Context: an optimization exercise on an open-source flow, tuned for small area. The choices shown serve that exercise and are no tape-out recipe. Function was checked by simulation only, so behaviour that the tests miss may differ from the original. The clock port is modelled as an ideal driver, which makes a skipped or thinned clock tree look cheaper than it is; a real chip needs a root buffer or a tree. No activity file was given, so power comes from the tool's default toggle rates.

## job 5635
Design motor_driver_top, start of the top module:
module motor_driver_top(
        input [7:0] SW,
        input clk,
        input rst,
        input [15:0] adc_data,
        output [7:0] LED,
        output [3:0] AN,
        output [6:0] SEG,
        output [3:0] IN
    );
    assign LED = SW;
    reg [13:0] r;
    reg [3:0] q;        
    reg [2:0] hi;       
    wire wrap = (r == 14'b10101101110101);                    
    wire long_next = ~q[3] & q[1] & (q[2] ^ q[0]);            
    always @(posedge clk)
        if (rst) begin
            r <= 0; q <= 0; hi <= 0;
        end else if (wrap) begin
            r <= {long_next, 13'd0};                          
            if (q[3] & q[0]) begin                            
                q <= 0;
                hi <= hi + 1'b1;
            end else
                q <= q + 1'b1;
        end else
            r <= {r[12:0], ~(r[13] ^ r[12] ^ r[11] ^ r[1])};
    reg [9:0] m;
    wire dec = (m[9:5] == 5'b11111) & m[3] & m[0];    
    wire s2  = (m[9:5] == 5'b11111) & m[3] & m[1];    
    wire ovf = (&adc_data[15:6]) & (adc_data[5] | (adc_data[4] & |adc_data[3:0]));
    always @(posedge clk)
        if (rst | s2 | (dec & ovf)) m <= 0;
        else m <= m + 1'b1;
    reg busy;
    always @(posedge clk)
        if (rst) busy <= 0;
        else if (dec & ~ovf) busy <= 1;
        else if (m[7] & ~m[9]) busy <= 0;
    wire [1:0] k = m[6:5];
    wire [1:0] j = m[1:0];
    wire pass = ~m[4] & ~(k[1] & k[0]);
    wire mask = (k[0] & (m[3:0] == 4'd15)) | (k[1] & (m[3:1] == 3'd7));
    wire dw = m[4] & (m[3:2] == 2'b00) & ~(k[1] & k[0]);
    wire stash = dw & ~m[1];
    wire dab = busy & dw;
    reg [15:0] W;
    reg d1, d2, cy;
    wire in = pass & ~mask & W[0];
    wire s0 = in ^ d2 ^ cy;
    wire s1 = (in & d2) | (in & cy) | (d2 & cy);
  ...
Size: about 370 cells after synthesis, roughly 0.0032 mm² of cells after synthesis.
Settings: LEC_CHECK=0, CAP_MARGIN=20, CORE_MARGIN=2, CORE_UTILIZATION=55, SLEW_MARGIN=20; clock period 100.0 ns.
standard.sh (not shown) runs the stock make flow with config.mk's settings and CLKGATE_MAP_FILE= SYNTH_SCRIPT=/design/flow/synth_recipe.tcl, a recipe that flattens the netlist after the stock synthesis.
==> flow/flow/run.sh <==
#!/bin/bash
# ORFS layout of the standard synthesis, with these changes:
#  - after the standard synthesis, its combinational cells are mapped again
#    by ABC for area (remap.tcl, area.abc); the registers, their cells and
#    their names are the standard synthesis's, untouched;
#  - port buffers are sky130_fd_sc_hd__buf_1 instead of the default cell;
#  - the clock tree is a few large clock buffers, each driving a cluster of
#    registers (clkbuf.tcl), if the register clock pins' slew stays well
#    under the limit; otherwise ORFS's clock tree synthesis without dummy
#    loads.
# Each tool's output goes to its own log file in this folder.
set -euo pipefail
ARGS=("BUFFER_PORTS_ARGS=-buffer_cell sky130_fd_sc_hd__buf_1"
      "CTS_ARGS=-sink_clustering_enable -repair_clock_nets -dont_use_dummy_load")
bash standard.sh "${ARGS[@]}" synth > standard_synth.log 2>&1
R=$PWD/orfs/results/$FLOW_PLATFORM/motor_driver_top/base
PLAT=$FLOW_HOME/platforms/$FLOW_PLATFORM
cp $R/1_2_yosys.v standard_netlist.v
LIB=$PLAT/lib/sky130_fd_sc_hd__tt_025C_1v80.lib \
  IN_V=standard_netlist.v OUT_V=remapped_netlist.v ABC_SCRIPT=$PWD/flow/area.abc \
  yosys -c flow/remap.tcl > remap.log 2>&1
cp remapped_netlist.v $R/1_2_yosys.v
rm -f $R/1_synth.odb $R/1_synth.sdc
bash standard.sh "${ARGS[@]}" place > standard_place.log 2>&1
# clock buffers: the first configuration whose worst register clock-pin
# slew (placement parasitics) is at most 110 ps
done_cts=0
for cfg in "3 sky130_fd_sc_hd__clkbuf_8" "2 sky130_fd_sc_hd__clkbuf_16" "4 sky130_fd_sc_hd__clkbuf_8" "3 sky130_fd_sc_hd__clkbuf_16" "4 sky130_fd_sc_hd__clkbuf_16"; do
  set -- $cfg
  log=clkbuf_${1}.log
  PLAT=$PLAT IN_ODB=$R/3_place.odb IN_SDC=$R/3_place.sdc \
    OUT_ODB=$PWD/clkbuf_try.odb OUT_SDC=$PWD/clkbuf_try.sdc \
    CLKBUF_CELL=$2 CLKBUF_K=$1 CLKROOT_CELL=sky130_fd_sc_hd__clkbuf_4 \
    openroad -no_init -exit flow/clkbuf.tcl > $log 2>&1 || continue
  worst=$(sed -n '/CLOCK PIN SLEWS/,$p' $log | grep '/CLK ^' | awk '{print $3; print $5}' | cut -d: -f1 | sort -g | tail -1)
  echo "$cfg: worst clock pin slew $worst" >> clkbuf_choice.log
  if [[ -n "$worst" ]] && awk -v w="$worst" 'BEGIN { exit !(w <= 0.110) }'; then
    cp clkbuf_try.odb $R/4_1_cts.odb
    cp $R/4_1_cts.odb $R/4_cts.odb
    cp clkbuf_try.sdc $R/4_cts.sdc
    done_cts=1
    echo "chosen: $cfg" >> clkbuf_choice.log
    break
  fi
done
[[ $done_cts == 1 ]] || echo "chosen: ORFS clock tree synthesis" >> clkbuf_choice.log
bash standard.sh "${ARGS[@]}" finish > standard_finish.log 2>&1
Other scripts of this flow, unchanged in this note and not shown: flow/flow/area.abc, flow/flow/clkbuf.tcl, flow/flow/remap.tcl
Job 5635 ended with every stage complete and zero timing, DRC or antenna violations.
--- input diff job 5635..job 8996 ---
# job 5635
export LEC_CHECK = 0
export CAP_MARGIN = 20
export CORE_MARGIN = 2
export CORE_UTILIZATION = 55
export SLEW_MARGIN = 20
create_clock -name core_clock -period 100.0 [get_ports {clk}]
# job 8996
export LEC_CHECK = 0
export CAP_MARGIN = 20
export CORE_MARGIN = 2
export CORE_UTILIZATION = 70
export SLEW_MARGIN = 20
create_clock -name core_clock -period 100.0 [get_ports {clk}]
diff --git a/flow/flow/run.sh b/flow/flow/run.sh
--- a/flow/flow/run.sh
+++ b/flow/flow/run.sh
@@ -27,3 +27,3 @@
 done_cts=0
-for cfg in "3 sky130_fd_sc_hd__clkbuf_8" "2 sky130_fd_sc_hd__clkbuf_16" "4 sky130_fd_sc_hd__clkbuf_8" "3 sky130_fd_sc_hd__clkbuf_16" "4 sky130_fd_sc_hd__clkbuf_16"; do
+for cfg in "4 sky130_fd_sc_hd__clkbuf_8" "3 sky130_fd_sc_hd__clkbuf_16" "4 sky130_fd_sc_hd__clkbuf_16"; do
   set -- $cfg
### Flow results
The fmax was comparable across job 8996 and job 5635. Starting utilization of the core area: higher on job 8996. Going from job 5635 to job 8996, vertical die dimension down 11%, hold slack dropped 0.0033 ns. Against job 5635, layout filler cell count in job 8996 fell by more than a quarter. Job 8996 vs job 5635: full die area down.
In every run of this note, the design's own scripts or RTL, not TritonCTS, make the clock network.

========
motor_driver_top, a different RTL version from the one above (not shown whole).
Size in the first run: roughly 49 I/O pins, ~0.0035 mm2 of cells after synthesis.
clock: 100.0 ns
lec_check: 0
cap_margin: 20
core_margin: 2
core_utilization: 40
slew_margin: 20
==> flow/flow/run.sh <==
#!/bin/bash
# ORFS layout of the standard synthesis, with three changes:
#  - after the standard synthesis, its combinational cells are mapped again
#    by ABC for area (remap.tcl); the registers, their cells and their names
#    are the standard synthesis's, untouched;
#  - port buffers are sky130_fd_sc_hd__buf_1 instead of the default cell;
#  - clock tree synthesis adds no dummy loads.
# Each tool's output goes to its own log file in this folder.
set -euo pipefail
ARGS=("BUFFER_PORTS_ARGS=-buffer_cell sky130_fd_sc_hd__buf_1"
      "CTS_ARGS=-sink_clustering_enable -repair_clock_nets -dont_use_dummy_load")
bash standard.sh "${ARGS[@]}" synth > standard_synth.log 2>&1
R=$PWD/orfs/results/$FLOW_PLATFORM/motor_driver_top/base
cp $R/1_2_yosys.v standard_netlist.v
LIB=$FLOW_HOME/platforms/$FLOW_PLATFORM/lib/sky130_fd_sc_hd__tt_025C_1v80.lib \
  IN_V=standard_netlist.v OUT_V=remapped_netlist.v \
  yosys -c flow/remap.tcl > remap.log 2>&1
cp remapped_netlist.v $R/1_2_yosys.v
rm -f $R/1_synth.odb $R/1_synth.sdc
bash standard.sh "${ARGS[@]}" finish > standard_finish.log 2>&1
==> flow/flow/remap.tcl <==
# Map the combinational logic of a synthesized netlist again, for area.
# The flip-flop instances are kept as they are (same cells, same names).
# env: LIB IN_V OUT_V
yosys read_liberty -ignore_miss_func $::env(LIB)
yosys read_verilog $::env(IN_V)
yosys hierarchy -top motor_driver_top
# registers stay cell instances; every other cell becomes plain logic
set seq {sky130_fd_sc_hd__df* sky130_fd_sc_hd__edf* sky130_fd_sc_hd__sdf* sky130_fd_sc_hd__sedf* sky130_fd_sc_hd__dl*}
yosys setattr -mod -set keep_hierarchy 1 {*}$seq
yosys flatten
yosys opt_clean -purge
yosys abc -liberty $::env(LIB) -dont_use *lpflow* -dont_use *probe* -D 100000
yosys opt_clean -purge
yosys hilomap -singleton -hicell sky130_fd_sc_hd__conb_1 HI -locell sky130_fd_sc_hd__conb_1 LO
yosys insbuf -buf sky130_fd_sc_hd__buf_4 A X
yosys blackbox {*}$seq
yosys tee -o remap_stat.log stat -liberty $::env(LIB)
yosys write_verilog -noattr -noexpr -nohex -nodec -selected $::env(OUT_V)
Edit:
--- a/flow/flow/run.sh
+++ b/flow/flow/run.sh
@@ -14,5 +14,5 @@
 cp $R/1_2_yosys.v standard_netlist.v
 LIB=$FLOW_HOME/platforms/$FLOW_PLATFORM/lib/sky130_fd_sc_hd__tt_025C_1v80.lib \
-  IN_V=standard_netlist.v OUT_V=remapped_netlist.v \
+  IN_V=standard_netlist.v OUT_V=remapped_netlist.v ABC_SCRIPT=$PWD/flow/area.abc \
   yosys -c flow/remap.tcl > remap.log 2>&1
 cp remapped_netlist.v $R/1_2_yosys.v
==> flow/flow/area.abc (new file) <==
strash
&get -n
&fraig -x
&put
scorr
dc2
strash
&get -n
&dch -f
&nf -R 1000
&put
mfs2
strash
&get -n
&dch -f
&nf -R 1000
&put
mfs2
strash
&get -n
&dch -f
&nf -R 1000
&put
mfs2
strash
&get -n
&dch -f
&nf -R 1000
&put
mfs2
strash
&get -n
&dch -f
&nf -R 1000
&put
mfs2
strash
&get -n
&dch -f
&nf -R 1000
&put
mfs2
strash
&get -n
&dch -f
&nf -R 1000
&put
mfs2
strash
&get -n
&dch -f
&nf -R 1000
&put
mfs2
strash
&get -n
&dch -f
&nf -R 1000
&put
--- a/flow/flow/remap.tcl
+++ b/flow/flow/remap.tcl
@@ -1,5 +1,5 @@
 # Map the combinational logic of a synthesized netlist again, for area.
 # The flip-flop instances are kept as they are (same cells, same names).
-# env: LIB IN_V OUT_V
+# env: LIB IN_V OUT_V ABC_SCRIPT
 yosys read_liberty -ignore_miss_func $::env(LIB)
 yosys read_verilog $::env(IN_V)
@@ -10,5 +10,7 @@
 yosys flatten
 yosys opt_clean -purge
-yosys abc -liberty $::env(LIB) -dont_use *lpflow* -dont_use *probe* -D 100000
+# area.abc: ABC's default mapping followed by rounds of don't-care
+# optimisation (mfs2) and area-recovering remapping
+yosys abc -liberty $::env(LIB) -dont_use *lpflow* -dont_use *probe* -script $::env(ABC_SCRIPT)
 yosys opt_clean -purge
 yosys hilomap -singleton -hicell sky130_fd_sc_hd__conb_1 HI -locell sky130_fd_sc_hd__conb_1 LO
Synthesized cell count rises by 0.47%; routed wire length went down by 4.6%; via count fell by 2.1%; count of clock-buffer cells in the layout does not change; hold slack is worse by 17 ps.

========
## run 1
Another version of the RTL of motor_driver_top (not shown whole).
Size: ~370 cells after synthesis, ~49 I/O pins, about 0.0031 mm² of cells after synthesis.
==> flow/config.mk <==
export PLATFORM = sky130hd
export DESIGN_NAME = motor_driver_top
export DESIGN_NICKNAME = motor_driver_top
export VERILOG_FILES = /design/flow/design.v
export SDC_FILE = /design/flow/constraint.sdc
export NUM_CORES = 4
export LEC_CHECK = 0
export CAP_MARGIN = 20
export CORE_MARGIN = 2
export CORE_UTILIZATION = 45
export SLEW_MARGIN = 20
==> flow/constraint.sdc <==
create_clock -name core_clock -period 100.0 [get_ports {clk}]
set_input_delay 20.0000 -clock core_clock [delete_from_list [all_inputs] [get_ports {clk}]]
set_output_delay 20.0000 -clock core_clock [all_outputs]
set_load 0.01 [all_outputs]
==> flow/flow/run.sh <==
#!/bin/bash
# ORFS layout of the standard synthesis, with these changes:
#  - after the standard synthesis, its combinational cells are mapped again
#    by ABC for area (remap.tcl): a few ABC scripts (area_*.abc) are tried
#    and the smallest result is mapped again while that still helps; the
#    registers, their cells and their names are the standard synthesis's,
#    untouched;
#  - port buffers are sky130_fd_sc_hd__buf_1 instead of the default cell;
#  - the clock tree is a few clock buffers fed from the clock port, each
#    driving a cluster of registers (clkbuf.tcl), if the register clock
#    pins' slew stays well under the limit; otherwise ORFS's clock tree
#    synthesis without dummy loads.
# Each tool's output goes to its own log file in this folder.
set -euo pipefail
ARGS=("BUFFER_PORTS_ARGS=-buffer_cell sky130_fd_sc_hd__buf_1"
      "CTS_ARGS=-sink_clustering_enable -repair_clock_nets -dont_use_dummy_load")
bash standard.sh "${ARGS[@]}" synth > standard_synth.log 2>&1
R=$PWD/orfs/results/$FLOW_PLATFORM/motor_driver_top/base
PLAT=$FLOW_HOME/platforms/$FLOW_PLATFORM
cp $R/1_2_yosys.v standard_netlist.v
# Several ABC scripts (area_*.abc) map the netlist; the smallest result is
# mapped again the same way, for as long as that still makes it smaller.
cur=standard_netlist.v; cur_area=""
for round in 1 2 3 4 5 6 7 8; do
  best=""; best_area=""
  for abc in flow/area_*.abc; do
    name=r${round}_$(basename $abc .abc)
    LIB=$PLAT/lib/sky130_fd_sc_hd__tt_025C_1v80.lib \
      IN_V=$cur OUT_V=remapped_$name.v ABC_SCRIPT=$PWD/$abc STAT_OUT=remap_stat_$name.log \
      yosys -c flow/remap.tcl > remap_$name.log 2>&1 || continue
    # only netlists made of library cells count
    if grep -q '^ *[0-9.E+-]* *[0-9.E+-]* *\$' remap_stat_$name.log || grep -q '^ *\\\?\$' remapped_$name.v; then
      echo "$name: not fully mapped, ignored" >> remap_choice.log
      continue
    fi
    area=$(grep 'Chip area' remap_stat_$name.log | awk '{print $NF}')
    echo "$name $area" >> remap_choice.log
    if [[ -n "$area" ]] && { [[ -z "$best_area" ]] || awk -v a="$area" -v b="$best_area" 'BEGIN { exit !(a < b) }'; }; then
      best=$name; best_area=$area
    fi
  done
  if [[ -n "$best_area" ]] && { [[ -z "$cur_area" ]] || awk -v a="$best_area" -v b="$cur_area" 'BEGIN { exit !(a < b) }'; }; then
    cur=remapped_$best.v; cur_area=$best_area
  else
    break
  fi
done
echo "chosen: $cur $cur_area" >> remap_choice.log
cp $cur remapped_netlist.v
cp remapped_netlist.v $R/1_2_yosys.v
rm -f $R/1_synth.odb $R/1_synth.sdc
bash standard.sh "${ARGS[@]}" place > standard_place.log 2>&1
# clock buffers: of K = 2, 3, 4 clusters (plain or evenly filled), the
# smallest set of buffers whose worst register clock-pin slew (placement
# parasitics) is at most 110 ps; each buffer is a clkbuf_16, or a smaller
# clock buffer if its cluster's slew stays within 105 ps with it
done_cts=0; best_area=""
for K in 2 3 4; do
  for slack in 1000 0; do
    log=clkbuf_${K}_$slack.log
    PLAT=$PLAT IN_ODB=$R/3_place.odb IN_SDC=$R/3_place.sdc \
      OUT_ODB=$PWD/clkbuf_${K}_$slack.odb OUT_SDC=$PWD/clkbuf_${K}_$slack.sdc \
      CLKBUF_CELL=sky130_fd_sc_hd__clkbuf_16 CLKBUF_K=$K CLKROOT_CELL=sky130_fd_sc_hd__clkbuf_4 \
      CLKBUF_SLACK=$slack CLKBUF_LIMIT=0.105 \
      CLKBUF_DOWNSIZE="sky130_fd_sc_hd__clkbuf_4 sky130_fd_sc_hd__clkbuf_8" \
      openroad -no_init -exit flow/clkbuf.tcl > $log 2>&1 || continue
    worst=$(sed -n '/CLOCK PIN SLEWS/,$p' $log | grep '/CLK ^' | awk '{print $3; print $5}' | cut -d: -f1 | sort -g | tail -1)
    area=$(grep 'CLOCK BUFFER AREA' $log | awk '{print $NF}')
    echo "K $K capacity slack $slack: buffer area $area, worst clock pin slew $worst" >> clkbuf_choice.log
    if [[ -n "$worst" && -n "$area" ]] && awk -v w="$worst" 'BEGIN { exit !(w <= 0.110) }' &&
       { [[ -z "$best_area" ]] || awk -v a="$area" -v b="$best_area" 'BEGIN { exit !(a < b) }'; }; then
      cp clkbuf_${K}_$slack.odb $R/4_1_cts.odb
      cp $R/4_1_cts.odb $R/4_cts.odb
      cp clkbuf_${K}_$slack.sdc $R/4_cts.sdc
      done_cts=1; best_area=$area
      echo "best so far: K $K capacity slack $slack" >> clkbuf_choice.log
    fi
  done
done
[[ $done_cts == 1 ]] || echo "chosen: ORFS clock tree synthesis" >> clkbuf_choice.log
bash standard.sh "${ARGS[@]}" finish > standard_finish.log 2>&1
Other scripts of this flow, unchanged in this note and not shown: flow/flow/area_s17.abc, flow/flow/area_s19.abc, flow/flow/area_s25.abc, flow/flow/area_t2.abc, flow/flow/area_t4.abc, flow/flow/clkbuf.tcl, flow/flow/remap.tcl
Run 1 went all the way through the flow, and no timing, DRC or antenna check failed.
The inputs of run 2 differ from those of run 1 as listed below.
-- flow/flow/run.sh --
<<< run 1, line 29
      IN_V=$cur OUT_V=remapped_$name.v ABC_SCRIPT=$PWD/$abc STAT_OUT=remap_stat_$name.log \
      yosys -c flow/remap.tcl > remap_$name.log 2>&1 || continue
    # only netlists made of library cells count
    if grep -q '^ *[0-9.E+-]* *[0-9.E+-]* *\$' remap_stat_$name.log || grep -q '^ *\\\?\$' remapped_$name.v; then
      echo "$name: not fully mapped, ignored" >> remap_choice.log
      continue
    fi
    area=$(grep 'Chip area' remap_stat_$name.log | awk '{print $NF}')
    echo "$name $area" >> remap_choice.log
>>> run 2, line 29
      IN_V=$cur OUT_V=remapped_$name.v ABC_SCRIPT=$PWD/$abc STAT_OUT=remap_stat_$name.log \
      yosys -c flow/remap.tcl > remap_$name.log 2>&1 || continue
    area=$(grep 'Chip area' remap_stat_$name.log | awk '{print $NF}')
    echo "$name $area" >> remap_choice.log
-- flow/config.mk --
<<< run 1, line 8
export CAP_MARGIN = 20
export CORE_MARGIN = 2
export CORE_UTILIZATION = 45
export SLEW_MARGIN = 20
>>> run 2, line 8
export CAP_MARGIN = 20
export CORE_MARGIN = 2
export CORE_UTILIZATION = 55
export SLEW_MARGIN = 20
[summary]
Run 1 and run 2 ended up with roughly the same total leakage power. Run 2 against run 1: sequential share of power higher; setup slack at placement moved up. Run 2 vs run 1: effective utilization at floorplan up.
What run 3 does differently from run 2 at the input level:
-- flow/flow/run.sh --
<<< run 2, line 29
      IN_V=$cur OUT_V=remapped_$name.v ABC_SCRIPT=$PWD/$abc STAT_OUT=remap_stat_$name.log \
      yosys -c flow/remap.tcl > remap_$name.log 2>&1 || continue
    area=$(grep 'Chip area' remap_stat_$name.log | awk '{print $NF}')
    echo "$name $area" >> remap_choice.log
>>> run 3, line 29
      IN_V=$cur OUT_V=remapped_$name.v ABC_SCRIPT=$PWD/$abc STAT_OUT=remap_stat_$name.log \
      yosys -c flow/remap.tcl > remap_$name.log 2>&1 || continue
    # only netlists made of library cells count
    if grep -q '^ *[0-9.E+-]* *[0-9.E+-]* *\$' remap_stat_$name.log || grep -q '^ *\\\?\$' remapped_$name.v; then
      echo "$name: not fully mapped, ignored" >> remap_choice.log
      continue
    fi
    area=$(grep 'Chip area' remap_stat_$name.log | awk '{print $NF}')
    echo "$name $area" >> remap_choice.log
-- flow/config.mk --
<<< run 2, line 8
export CAP_MARGIN = 20
export CORE_MARGIN = 2
export CORE_UTILIZATION = 55
export SLEW_MARGIN = 20
>>> run 3, line 8
export CAP_MARGIN = 20
export CORE_MARGIN = 2
export CORE_UTILIZATION = 65
export SLEW_MARGIN = 20
## What came out
- Re effective utilization at floorplan: run 2 and run 3 aren't equal, and the lower value belongs to run 2.
- Compared run 2 against run 3; switching power as a share of total power within noise.
- Between run 2 and run 3, the difference in internal portion of total power is negligible.
- On total power, run 2 and run 3 are neck and neck.
- Looking at sequential share of layout area, run 3 sits above run 2.
- Reported leakage power: run 3 vs run 2, no meaningful difference
- The share of power burned in the clock network of run 3 and that of run 2 are within noise of each other.
- Global routing usage on met2, run 2 and run 3, lower one = run 2.
- Routing usage on met1 in run 3 is 3.1 points higher than in run 2
- From run 2 to run 3 the numbers moved as follows: total area of multi-input combinational cells level; wire length reported by the detailed router rose 40 µm.
Changes in run 4 relative to run 3:
-- flow/config.mk --
<<< run 3, line 8
export CAP_MARGIN = 20
export CORE_MARGIN = 2
export CORE_UTILIZATION = 65
export SLEW_MARGIN = 20
>>> run 4, line 8
export CAP_MARGIN = 20
export CORE_MARGIN = 2
export CORE_UTILIZATION = 55
export SLEW_MARGIN = 20
Notes after the runs:
Compared to run 3, run 4 has register fraction of the total cell area 0.35 points lower.
Run 4 against run 3: die outline width higher; post-route worst setup slack up 8.9 ps; clock power comparable; count of cells along the worst hold path went up by 1.
[run 4] global-route wire length before repair rose 4.5% relative to run 3
~same clock group share of total power in run 3 and run 4
Re final core area utilization: run 4 is 10 points down on run 3.
Chip height grows by a little under 10% when moving from run 3 to run 4.
Diff run 4..run 3 | power | negligible
In every run of this note, the design's own scripts or RTL, not TritonCTS, make the clock network.

-- separate check: timing with driven ports --
No port has a modelled driver above. Below, the same layouts with a new extraction and two added sets of constraints. Step 1 (the two cells are an assumption about what drives the block):
set clk [get_ports {clk}]
set_driving_cell -lib_cell sky130_fd_sc_hd__clkbuf_16 $clk
set_driving_cell -lib_cell sky130_fd_sc_hd__buf_2 [delete_from_list [all_inputs] $clk]
Step 2 adds t to the input delays and takes it off the output delays; t is the mean of the earliest and latest rising clock arrival at the registers after step 1. Input paths then give back, and output paths get back, about the clock's delay inside the block. Three values: ideal, step 1, step 2; two values: the first two.
run | t (ns) | setup slack, ns | hold WS [ns] | worst setup path after step 2 | worst slew at a driven data input, ns
job 5635 | 0.222 | 59.527 / 59.504 / 59.504 | 0.381 / 0.381 / 0.381 | input to output | 0.03
job 8996 | 0.210 | 59.530 / 59.507 / 59.507 | 0.377 / 0.377 / 0.377 | input to output | 0.04
the first run of note 2 | 0.365 | 59.523 / 59.499 / 59.499 | 0.391 / 0.391 / 0.391 | input to output | 0.03
the second run of note 2 | 0.365 | 59.534 / 59.512 / 59.512 | 0.374 / 0.374 / 0.374 | input to output | 0.03
run 1 | 0.223 | 59.473 / 59.451 / 59.451 | 0.373 / 0.373 / 0.373 | input to output | 0.03
run 2 | 0.217 | 59.510 / 59.488 / 59.488 | 0.359 / 0.359 / 0.359 | input to output | 0.04
run 3 | 0.218 | 59.501 / 59.479 / 59.479 | 0.370 / 0.370 / 0.370 | input to output | 0.03
run 4 | 0.217 | 59.510 / 59.488 / 59.488 | 0.359 / 0.359 / 0.359 | input to output | 0.04
After both steps setup and hold are still met in every run listed. For the first run of note 2, which loses most, drivers alone change the setup slack by -0.024 ns; drivers and shift together by -0.024 ns.
